What follows belongs to an exercise in optimizing a design on an open flow for small area; a production flow would make more cautious choices. At most, simulation tests tie the RTL to the original design; equivalence was not proved. The clock port is modelled as an ideal driver; clocking choices that lean on that would not hold on a real chip.

alpha:
==> flow/design.v (excerpt) <==
module cordic_dds (clk, phase_i, sin_o, cos_o, err_o);
   input         clk;
   input  [15:0] phase_i;
   output [16:0] sin_o, cos_o, err_o;
   reg [1:0] q [0:14];
   always @(posedge clk) q[0] <= phase_i[15:14];
   genvar g;
   generate for (g = 1; g < 15; g = g + 1) begin : qp
      always @(posedge clk) q[g] <= q[g-1];
   end endgenerate
   reg [13:0] z0;
   always @(posedge clk) z0 <= phase_i[13:0];
   reg [13:0] u1; reg sd1;
   reg [12:0] u2; reg sd2;
   reg [11:0] u3; reg sd3;
   reg [10:0] u4; reg sd4;
   reg [9:0] u5; reg sd5;
   reg [8:0] u6; reg sd6;
   reg [7:0] u7; reg sd7;
   reg [6:0] u8; reg sd8;
   reg [5:0] u9; reg sd9;
   reg [4:0] u10; reg sd10;
   reg [3:0] u11; reg sd11;
   reg [2:0] u12; reg sd12;
   reg [2:0] u13; reg sd13;
   reg [1:0] u14; reg sd14;
   wire [14:0] v0 = {1'b0, z0} - 15'd8189;
   always @(posedge clk) begin u1 <= v0[13:0] ^ {14{v0[14]}}; sd1 <= v0[14] ^ q[0][0]; end
   wire [14:0] v1 = {1'd0, u1} - 15'd4834;
   always @(posedge clk) begin u2 <= v1[12:0] ^ {13{v1[14]}}; sd2 <= sd1 ^ v1[14]; end
  ...
For scale: ~2800 cells after synthesis, roughly 68 I/O pins, roughly 0.020 mm^2 of cells after synthesis.
clock: 5.0 ns
lec_check: 0
abc_area: 1
abc_clock_period_in_ps: 5000
cap_margin: 20
core_margin: 2
core_utilization: 40
slew_margin: 20
standard.sh (not shown) runs the stock make flow with config.mk's settings and CLKGATE_MAP_FILE= SYNTH_SCRIPT=/design/flow/synth_recipe.tcl, a recipe that flattens the netlist after the stock synthesis.
==> flow/flow/run.sh <==
#!/bin/bash
# Own layout flow: the standard flow (standard synthesis unchanged), with
#  - the port buffers made from sky130_fd_sc_hd__buf_1 cells,
#  - clock tree options passed to clock_tree_synthesis,
#  - power recovery (cell down-sizing on paths with slack) after global routing.
# Each make run writes its full output to a log of its own in the work folder;
# ORFS's per-step logs are under orfs/logs/.
set -euo pipefail
cd "$(dirname "$0")/.."
source flow/knobs.sh
bash standard.sh finish \
  "BUFFER_PORTS_ARGS=$PORT_BUF_ARGS" \
  "CTS_ARGS=$CTS_ARGS" \
  "RECOVER_POWER=$RECOVER" > flow_standard.log 2>&1
==> flow/flow/knobs.sh <==
PORT_BUF_ARGS="-buffer_cell sky130_fd_sc_hd__buf_1"
CTS_ARGS="-sink_clustering_enable -repair_clock_nets -dont_use_dummy_load -buf_list sky130_fd_sc_hd__clkbuf_16 -sink_clustering_size 25 -sink_clustering_max_diameter 120"
RECOVER=0
--- input diff alpha..beta ---
# alpha
export LEC_CHECK = 0
export ABC_AREA = 1
export ABC_CLOCK_PERIOD_IN_PS = 5000
export CAP_MARGIN = 20
export CORE_MARGIN = 2
export CORE_UTILIZATION = 40
export SLEW_MARGIN = 20
create_clock -name core_clock -period 5.0 [get_ports {clk}]
# beta
export LEC_CHECK = 0
export ABC_AREA = 1
export ABC_CLOCK_PERIOD_IN_PS = 5000
export CAP_MARGIN = 20
export CORE_MARGIN = 2
export CORE_UTILIZATION = 40
export GPL_TIMING_DRIVEN = 0
export SLEW_MARGIN = 20
create_clock -name core_clock -period 5.0 [get_ports {clk}]
Results
- [compare] base=alpha new=beta: maximum frequency from static timing analysis down 4.5 MHz; total routing usage reported by global routing has increased; pre-CTS setup slack fell 1.04 ns.
- Re area of the mapped netlist: no difference whatsoever between beta and alpha.
- Diff alpha..beta | hold buffer count at CTS | unchanged
No run of this note included a check of the RTL's function; only the layout flow was run.

Another version of the RTL of cordic_dds (not shown whole).
For scale: roughly 2800 cells after synthesis, about 360 flip-flops, ~68 I/O pins, about 21000 um^2 of cells after synthesis.
==> flow/design.v (excerpt) <==
module cordic_dds (clk, phase_i, sin_o, cos_o, err_o);
   input         clk;
   input  [15:0] phase_i;
   output [16:0] sin_o, cos_o, err_o;
   reg [1:0] q [0:14];
   always @(posedge clk) q[0] <= phase_i[15:14];
   genvar g;
   generate for (g = 1; g < 15; g = g + 1) begin : qp
      always @(posedge clk) q[g] <= q[g-1];
   end endgenerate
   reg [13:0] z0;
   always @(posedge clk) z0 <= phase_i[13:0];
   reg [13:0] u1; reg sd1;
   reg [12:0] u2; reg sd2;
   reg [11:0] u3; reg sd3;
   reg [10:0] u4; reg sd4;
   reg [9:0] u5; reg sd5;
   reg [8:0] u6; reg sd6;
   reg [7:0] u7; reg sd7;
   reg [6:0] u8; reg sd8;
   reg [5:0] u9; reg sd9;
   reg [4:0] u10; reg sd10;
   reg [3:0] u11; reg sd11;
   reg [2:0] u12; reg sd12;
   reg [2:0] u13; reg sd13;
   reg [1:0] u14; reg sd14;
   wire [14:0] v0 = {1'b0, z0} - 15'd8189;
   always @(posedge clk) begin u1 <= v0[13:0] ^ {14{v0[14]}}; sd1 <= v0[14] ^ q[0][0]; end
   wire [14:0] v1 = {1'd0, u1} - 15'd4834;
   always @(posedge clk) begin u2 <= v1[12:0] ^ {13{v1[14]}}; sd2 <= sd1 ^ v1[14]; end
  ...
export LEC_CHECK = 0
export ABC_AREA = 1
export ABC_CLOCK_PERIOD_IN_PS = 5000
export CAP_MARGIN = 5
export CORE_MARGIN = 2
export CORE_UTILIZATION = 40
export SLEW_MARGIN = 5
create_clock -name core_clock -period 5.0 [get_ports {clk}]
Scripts as last shown in full above: flow/flow/run.sh, flow/flow/knobs.sh
The baseline completed without violations.
==> next run, changes <==
Settings changed: CAP_MARGIN 5 to 20, GPL_TIMING_DRIVEN from default to 0, SLEW_MARGIN 5 to 20.
After rerunning:
- synthesized cell count does not change
- first-iteration DRC count rose by 0.58%
- die area does not change
- cell count came out higher by 1.2%
- sequential cell count is unchanged
- design area rose by 1.5%
- clock-buffer cell count stays the same
- non-clock buffer count climbs by 42
- global-route usage went up by 1.6 points
- setup slack got worse by 0.16 ns
==> next run, changes <==
Settings changed: CORE_UTILIZATION 40 to 50, GPL_TIMING_DRIVEN 0 to default, PLACE_DENSITY from default to 0.6, TNS_END_PERCENT from default to 0.
The new run finished clean.
Synthesized cell count is unchanged.
Die area drops by 20%.
Clock-buffer cell count is unchanged.
Non-clock buffer count drops by 29.
Wire length drops by 7.0%.
Maximum frequency climbs by 2.5%.
==> next run, changes <==
Settings changed: CORE_UTILIZATION 50 to 40, PLACE_DENSITY 0.6 to default, TNS_END_PERCENT 0 to default.
Outcome:
- The new run completed with no timing, DRC or antenna violations
- non-clock buffer count is lower by 13
- worst setup slack improved by 0.039 ns
- first-iteration DRC count decreases by about 4.6%
- fmax rose by about 0.9%
- hold slack loses 0.018 ns
- cell count grows by 4.0%
- count of clock-buffer cells in the layout stays the same

afterwards: timing with drivers on the ports:
In the flow no input, the clock included, has a driving cell. The finished layouts below were timed again as built, in two steps. Step 1 assumes that a clkbuf_16 drives the clock port and a buf_2 every other input. Step 2 moves the port delays by t, midway between the first and last clock arrival at a register: inputs arrive t later, outputs are due t later. That takes back most of the time a late clock gives input paths. Three values: ideal ports, drivers, drivers and shift; two values: the first two.
| run | t, ns | setup slack, ns | hold WS [ns] | worst setup path after step 2 |
|---|---|---|---|---|
| alpha | 0.566 | 0.393 / 0.393 / 0.393 | 0.309 / 0.309 / 0.309 | register to register |
| beta | 0.564 | 0.295 / 0.295 / 0.295 | 0.325 / 0.325 / 0.325 | register to register |
| the first run of note 2 | 0.563 | 0.407 / 0.407 / 0.407 | 0.294 / 0.294 / 0.294 | register to register |
| the second run of note 2 | 0.567 | 0.249 / 0.249 / 0.249 | 0.325 / 0.325 / 0.325 | register to register |
| the third run of note 2 | 0.559 | 0.367 / 0.367 / 0.367 | 0.312 / 0.312 / 0.312 | register to register |
| the fourth run of note 2 | 0.563 | 0.407 / 0.407 / 0.407 | 0.294 / 0.294 / 0.294 | register to register |
After both steps setup and hold are still met in every run listed.
